This design comes from an exercise in tuning for small area, a short achievable clock period and few clock cycles on the open sky130 flow, not from production work. Function was checked by simulation only, so behaviour that the tests miss may differ from the original.

## job 105
Design Processor, start of the top module:
module Processor (
    input Clock,
    input Reset,
    input [31:0] Mem_DataIn,
    output [31:0] Mem_Address,
    output Mem_WriteEnable,
    output [31:0] Mem_DataOut
    );
Settings: LEC_CHECK=0, CAP_MARGIN=20, CORE_MARGIN=2, CORE_UTILIZATION=40, CTS_CLUSTER_DIAMETER=120, CTS_CLUSTER_SIZE=20, SLEW_MARGIN=20, SYNTH_HIERARCHICAL=1; clock period 125.0 ns.
standard.sh (not shown) runs the stock make flow with config.mk's settings and CLKGATE_MAP_FILE= SYNTH_SCRIPT=/design/flow/synth_recipe.tcl, a recipe that flattens the netlist after the stock synthesis.
==> flow/flow/run.sh <==
#!/bin/bash
# Own layout flow: the standard layout (standard.sh), with one extra step
# after placement: flow/resize.tcl sizes the buffers that ORFS puts on the
# ports, the flip-flops that drive the output buffers and the high-fanout
# gates right behind the input buffers (cell swaps and re-legalization only;
# the constraints are untouched). Each tool's output goes to its own log here.
set -euo pipefail
R=orfs/results/${FLOW_PLATFORM}/Processor/base
bash standard.sh place > std_place.log 2>&1
cp "$R/3_place.odb" "$R/3_place_unsized.odb"
IN_ODB="$R/3_place_unsized.odb" OUT_ODB="$R/3_place.odb" \
    openroad -exit flow/resize.tcl > resize.log 2>&1
bash standard.sh finish > std_finish.log 2>&1
Other scripts of this flow, unchanged in this note and not shown: flow/flow/resize.tcl
Testbench counts of job 105, summed over its fixed seeds: cycles 264,703.
The following lists how job 104 was set up differently from job 105:
--- a/flow/design.v
+++ b/flow/design.v
@@ -1010,78 +1010,57 @@
                       is_slt ? {31'd0, lt} : sum;
     wire        wr_ex = is_mul | is_imm | is_jal | (is_r & (fn[5] | ~fn[3]));
     wire [4:0]  dest  = (is_r | is_mul) ? rd : is_imm ? rt : 5'd31;
     wire        eq       = (A == B);
     wire        redirect = is_jmp | is_jr | (is_br & (eq ^ op[0]));
     wire [11:0] btarget;
     wire        btarget_co;
     add_rc #(12) badd (.a(irpc), .b(imm[11:0]), .ci(1'b0), .s(btarget), .co(btarget_co));
     wire [11:0] target   = is_jmp ? ir[11:0] : is_jr ? A[13:2] : btarget;
     wire [11:0] seq;
     inc_rc #(12) pcinc (.a(mar[13:2]), .ci(1'b1), .s(seq));
-    reg  [11:0] btag, btgt;
-    reg         bval;
-    wire [11:0] pseq   = dcyc ? irpc : seq;
-    wire        bhit   = bval & (btag == pseq);
-    wire [11:0] pnext  = bhit ? btgt : pseq;
-    wire        is_ctrl = is_br | is_jmp | is_jr;
-    wire [11:0] succ   = redirect ? target : irpc;
-    wire        mispred = is_ctrl & (mar[13:2] != succ);
     wire        rf_we = dcyc ? ldp : (ex & wr_ex);
     wire [4:0]  rf_wa = dcyc ? ldrt : dest;
     wire [31:0] rf_wd = dcyc ? Mem_DataIn : res;
     integer i;
     always @(posedge Clock) begin
         for (i = 1; i < 32; i = i + 1)
             if (rf_we && rf_wa == i) rf[i] <= rf_wd;
     end
     always @(posedge Clock) rst <= Reset;
     always @(posedge Clock) begin
         if (rst) begin
             mar  <= 32'd0;
             we   <= 1'b0;
             dcyc <= 1'b0;
             ldp  <= 1'b0;
             iv   <= 1'b0;
         end else if (dcyc) begin
-            mar  <= {18'd0, pnext, 2'b00};
+            mar  <= {18'd0, irpc, 2'b00};
             we   <= 1'b0;
             dcyc <= 1'b0;
             ldp  <= 1'b0;
         end else if (!stall) begin
             ir   <= Mem_DataIn;
             irpc <= seq;
             iv   <= 1'b1;
             if (ex & is_mem) begin
                 mar  <= sum;
                 we   <= is_sw;
                 dcyc <= 1'b1;
                 ldp  <= is_lw;
-            end else if (ex & mispred) begin
-                mar  <= {18'd0, succ, 2'b00};
+            end else if (ex & redirect) begin
+                mar  <= {18'd0, target, 2'b00};
                 iv   <= 1'b0;
             end else begin
-                mar  <= {18'd0, pnext, 2'b00};
-            end
-        end
-    end
-    always @(posedge Clock) begin
-        if (rst) begin
-            bval <= 1'b0;
-        end else if (ex & is_ctrl) begin
-            if (redirect & (target < irpc)) begin
-                btag <= irpc;
-                btgt <= target;
-                bval <= 1'b1;
-            end else if (mispred & ~redirect) begin
-                bval <= 1'b0;                    
+                mar  <= {18'd0, seq, 2'b00};
             end
         end
     end
     always @(posedge Clock) begin
         dout <= B;
         ldrt <= rt;
     end
     wire [33:0] t1, t2;
     wire        t1co, t2co;
     add_bk #(34) dst1 (.a({2'b0, hi}), .b({1'b1, ~dd}), .ci(1'b1), .s(t1), .co(t1co));
     wire [31:0] r1 = t1[33] ? hi : t1[31:0];
- Diff job 104 and job 105: slew at the pin closest to its max-slew limit lower in job 104
- The number of rows created at floorplan reported for job 104 is smaller than that of job 105 by 1.3%.
- Job 104 ends up with lower number of iterations in the first detailed-routing pass than job 105 does.
- Lower synthesized area among job 104 and job 105: job 104
- Diff job 105..job 104 | combined global-route utilization of all metal layers | negligible
- Die footprint was lower in job 104 than in job 105.
- Sort job 104 and job 105 by maximum fanout count along the critical path desc -> top: job 105
- Job 104 — number of DRC markers in iteration 0 1.9% higher, job 105 as reference
- Job 104 against job 105: final worst slack fell by 0.014 ns; global-route wire length before repair fell by 2.2%.
Testbench counts of job 104, summed over its fixed seeds: cycles 270,798.

* * *

Processor, a different RTL version from the one above (not shown whole).
For scale: roughly 6700 cells after synthesis, ~99 I/O pins, roughly 74000 um2 of cells after synthesis.
## Processor
module Processor (
    input Clock,
    input Reset,
    input [31:0] Mem_DataIn,
    output [31:0] Mem_Address,
    output Mem_WriteEnable,
    output [31:0] Mem_DataOut
    );
==> module Processor, before the edit <==
module Processor (
    input Clock,
    input Reset,
    input [31:0] Mem_DataIn,
    output [31:0] Mem_Address,
    output Mem_WriteEnable,
    output [31:0] Mem_DataOut
    );
    reg  [31:0] mar;         
    reg         we;          
    reg  [31:0] dout;        
    reg         dcyc;        
    reg         ldp;         
    reg  [4:0]  ldrt;        
    reg  [31:0] ir;          
    reg         iv;          
    reg  [11:0] irpc;        
    reg  [31:0] hi;          
    reg         hineg;       
    reg  [32:0] dd;          
    reg  [4:0]  dcnt;        
    reg         dodd;        
    wire        dbusy = (dcnt != 5'd0);
    reg  [31:0] rf [1:31];
    reg         rst;         
    assign Mem_Address     = mar;
    assign Mem_WriteEnable = we;
    assign Mem_DataOut     = dout;
    wire [5:0]  op  = ir[31:26];
    wire [4:0]  rs  = ir[25:21];
    wire [4:0]  rt  = ir[20:16];
    wire [4:0]  rd  = ir[15:11];
    wire [4:0]  sh  = ir[10:6];
    wire [5:0]  fn  = ir[5:0];
    wire [15:0] imm = ir[15:0];
    wire is_mem  = op[5];
    wire is_sw   = op[5] & op[3];
    wire is_lw   = op[5] & ~op[3];
    wire is_mul  = ~op[5] & op[4];
    wire is_imm  = ~op[5] & ~op[4] & op[3];
    wire is_addi = is_imm & ~op[0];
    wire is_lui  = is_imm & op[1] & op[0];
    wire is_ori  = is_imm & ~op[1] & op[0];
    wire is_j0   = ~op[5] & ~op[4] & ~op[3];
    wire is_br   = is_j0 & op[2];
    wire is_jmp  = is_j0 & ~op[2] & op[1];
    wire is_jal  = is_jmp & op[0];
    wire is_r    = is_j0 & ~op[2] & ~op[1];
    wire is_as   = is_r & fn[5];                
    wire is_slt  = is_as & fn[3];
    wire is_sub  = is_as & fn[1];
    wire is_div  = is_r & ~fn[5] & fn[4] & fn[3];
    wire is_mfhi = is_r & ~fn[5] & fn[4] & ~fn[3];
    wire is_jr   = is_r & ~fn[5] & ~fn[4] & fn[3];
    wire is_sll  = is_r & ~fn[5] & ~fn[4] & ~fn[3];
    wire stall = iv & is_r & ~fn[5] & fn[4] & dbusy;    
    wire ex    = iv & ~dcyc & ~stall;
    wire [32*31-1:0] rflat;
    genvar g;
    generate
        for (g = 1; g < 32; g = g + 1) begin : rfl
            assign rflat[32*(g-1) +: 32] = rf[g];
        end
    endgenerate
    wire [31:0] sela, selb;
    wire [31:0] A, B;
    rf_dec deca (.a(rs), .y(sela));
    rf_dec decb (.a(rt), .y(selb));
    rf_sel rda  (.s(sela[31:1]), .d(rflat), .y(A));
    rf_sel rdb  (.s(selb[31:1]), .d(rflat), .y(B));
    wire [31:0] simm = {{16{imm[15]}}, imm};
    wire        xzero = is_mfhi | is_div;
    wire [31:0] X = xzero ? 32'd0 : A;
    wire [31:0] Y = is_mfhi ? hi :
                    is_div  ? A :
                    (is_imm | is_mem) ? simm : B;
    wire        sub = is_sub | (is_mfhi & hineg) | (is_div & A[31]);
    wire [31:0] sum = X + (Y ^ {32{sub}}) + {31'd0, sub};
    wire        lt  = (A[31] ^ B[31]) ? A[31] : sum[31];
    wire [31:0] xa = A ^ {32{A[31]}};
    wire [31:0] xb = B ^ {32{B[31]}};
    reg  [5:0]  ca, cb;
    integer n;
    always @(*) begin
        ca = 6'd32;
        cb = 6'd32;
        for (n = 0; n < 32; n = n + 1) begin
            if (xa[n]) ca = 6'd31 - n;
            if (xb[n]) cb = 6'd31 - n;
        end
    end
    wire [6:0]  kd   = {1'b0, cb} - {1'b0, ca} + 7'd1;
    wire [5:0]  k    = kd[6] ? 6'd0 : kd[5:0];   
    wire [31:0] babs = xb + {31'd0, B[31]};      
    wire [32:0] bsh  = {1'b0, babs} << k;
    wire [4:0]  shamt = is_div ? k[4:0] : sh;
    wire [31:0] mb    = (is_sll | is_div) ? ((32'd1 << shamt) & {32{~(is_div & k[5])}}) : A;
    wire [31:0] ma    = is_div ? babs : B;
    wire [31:0] prod;
    mul32lo mul (.a(ma), .b(mb), .p(prod));
    wire [31:0] lg = is_lui ? {imm, 16'd0} : {A[31:16], A[15:0] | imm};
    wire [31:0] res = (is_mul | is_sll) ? prod :
                      is_imm ? (is_addi ? sum : lg) :
                      is_jal ? {18'd0, irpc, 2'b00} :
                      is_slt ? {31'd0, lt} : sum;
    wire        wr_ex = is_mul | is_imm | is_jal | (is_r & (fn[5] | ~fn[3]));
    wire [4:0]  dest  = (is_r | is_mul) ? rd : is_imm ? rt : 5'd31;
    wire        eq       = (A == B);
    wire        redirect = is_jmp | is_jr | (is_br & (eq ^ op[0]));
    wire [11:0] btarget  = irpc + imm[11:0];
    wire [11:0] target   = is_jmp ? ir[11:0] : is_jr ? A[13:2] : btarget;
    wire [11:0] seq      = mar[13:2] + 12'd1;
    wire        rf_we = dcyc ? ldp : (ex & wr_ex);
    wire [4:0]  rf_wa = dcyc ? ldrt : dest;
    wire [31:0] rf_wd = dcyc ? Mem_DataIn : res;
    integer i;
    always @(posedge Clock) begin
        for (i = 1; i < 32; i = i + 1)
            if (rf_we && rf_wa == i) rf[i] <= rf_wd;
    end
    always @(posedge Clock) rst <= Reset;
    always @(posedge Clock) begin
        if (rst) begin
            mar  <= 32'd0;
            we   <= 1'b0;
            dcyc <= 1'b0;
            ldp  <= 1'b0;
            iv   <= 1'b0;
        end else if (dcyc) begin
            mar  <= {18'd0, irpc, 2'b00};
            we   <= 1'b0;
            dcyc <= 1'b0;
            ldp  <= 1'b0;
        end else if (!stall) begin
            ir   <= Mem_DataIn;
            irpc <= seq;
            iv   <= 1'b1;
            if (ex & is_mem) begin
                mar  <= sum;
                we   <= is_sw;
                dcyc <= 1'b1;
                ldp  <= is_lw;
            end else if (ex & redirect) begin
                mar  <= {18'd0, target, 2'b00};
                iv   <= 1'b0;
            end else begin
                mar  <= {18'd0, seq, 2'b00};
            end
        end
    end
    always @(posedge Clock) begin
        dout <= B;
        ldrt <= rt;
    end
    wire [33:0] t1, t2;
    wire        t1co, t2co;
    add_bk #(34) dst1 (.a({2'b0, hi}), .b({1'b1, ~dd}), .ci(1'b1), .s(t1), .co(t1co));
    wire [31:0] r1 = t1[33] ? hi : t1[31:0];
    add_rc #(34) dst2 (.a({2'b0, r1}), .b({2'b11, ~dd[32:1]}), .ci(1'b1), .s(t2), .co(t2co));
    wire [31:0] r2 = t2[33] ? r1 : t2[31:0];
    always @(posedge Clock) begin
        if (rst) begin
            hi    <= 32'd0;
            hineg <= 1'b0;
            dcnt  <= 5'd0;
        end else if (ex & is_div) begin
            hi    <= sum;                        
            hineg <= A[31];
            dd    <= {bsh[32], prod};            
            dcnt  <= k[5:1] + 5'd1;              
            dodd  <= ~k[0];
        end else if (dbusy) begin
            hi    <= (dcnt == 5'd1 && dodd) ? r1 : r2;
            dd    <= {2'b0, dd[32:2]};
            dcnt  <= dcnt - 5'd1;
        end
    end
endmodule
export LEC_CHECK = 0
export CAP_MARGIN = 20
export CORE_MARGIN = 2
export CORE_UTILIZATION = 40
export CTS_CLUSTER_DIAMETER = 120
export CTS_CLUSTER_SIZE = 20
export SLEW_MARGIN = 20
export SYNTH_HIERARCHICAL = 1
create_clock -name core_clock -period 125.0 [get_ports {Clock}]
run.sh (not shown) runs the stock make flow with config.mk's settings and CLKGATE_MAP_FILE= SYNTH_SCRIPT=/design/flow/synth_recipe.tcl, a recipe that flattens the netlist after the stock synthesis.
Stock flow here: none of the scripts above is used.
Testbench counts at the start, summed over its fixed seeds: cycles 270,798.
Change:
--- a/flow/design.v
+++ b/flow/design.v
@@ -963,5 +963,7 @@
                     (is_imm | is_mem) ? simm : B;
     wire        sub = is_sub | (is_mfhi & hineg) | (is_div & A[31]);
-    wire [31:0] sum = X + (Y ^ {32{sub}}) + {31'd0, sub};
+    wire [31:0] sum;
+    wire        sum_co;
+    add_rc #(32) alu_add (.a(X), .b(Y ^ {32{sub}}), .ci(sub), .s(sum), .co(sum_co));
     wire        lt  = (A[31] ^ B[31]) ? A[31] : sum[31];
     wire [31:0] xa = A ^ {32{A[31]}};
=> The new run passed the timing, design-rule and antenna checks. Cell count shrinks by 2.7%. Utilization grows by 0.10 points. Maximum frequency stays flat. Clock-buffer cell count shrinks by 7. Setup slack degrades by 8.4 ps. Wire length shrinks by 0.53%.
Testbench counts after the change, summed over its fixed seeds: cycles 270,798.

## separate check: timing with driven ports
How much do the figures lean on ideal ports? The routed layouts below were timed once more, with nothing changed but the port constraints. Step 1 sets driving cells, clkbuf_16 on the clock port and buf_2 on the other inputs (assumed; they add their load-dependent delay and slew). Step 2 times the ports against the registers' clock, not the clock port: input delays grow and output delays shrink by t, the midpoint of the rising clock arrivals with the driver on. a / b / c = no drivers / after step 1 / after step 2; a / b = the first two.
| run | t, ns | setup WS [ns] | hold WS [ns] | slew at the worst register clock pin (ns) |
|---|---|---|---|---|
| job 105 | 0.794 | 98.740 / 98.661 / 98.393 | 0.467 / 0.467 / 0.467 | 0.11 / 0.11 |
| job 104 | 0.816 | 98.726 / 98.631 / 98.770 | 0.497 / 0.497 / 0.497 | 0.10 / 0.10 |
| the first run of note 2 | 0.792 | 98.216 / 98.139 / 97.983 | 0.458 / 0.458 / 0.458 | 0.11 / 0.11 |
| the second run of note 2 | 0.808 | 98.207 / 98.117 / 98.204 | 0.461 / 0.461 / 0.461 | 0.10 / 0.10 |
After both steps setup and hold are still met in every run listed. For job 105, which loses most, drivers alone change the setup slack by -0.079 ns; drivers and shift together by -0.347 ns.
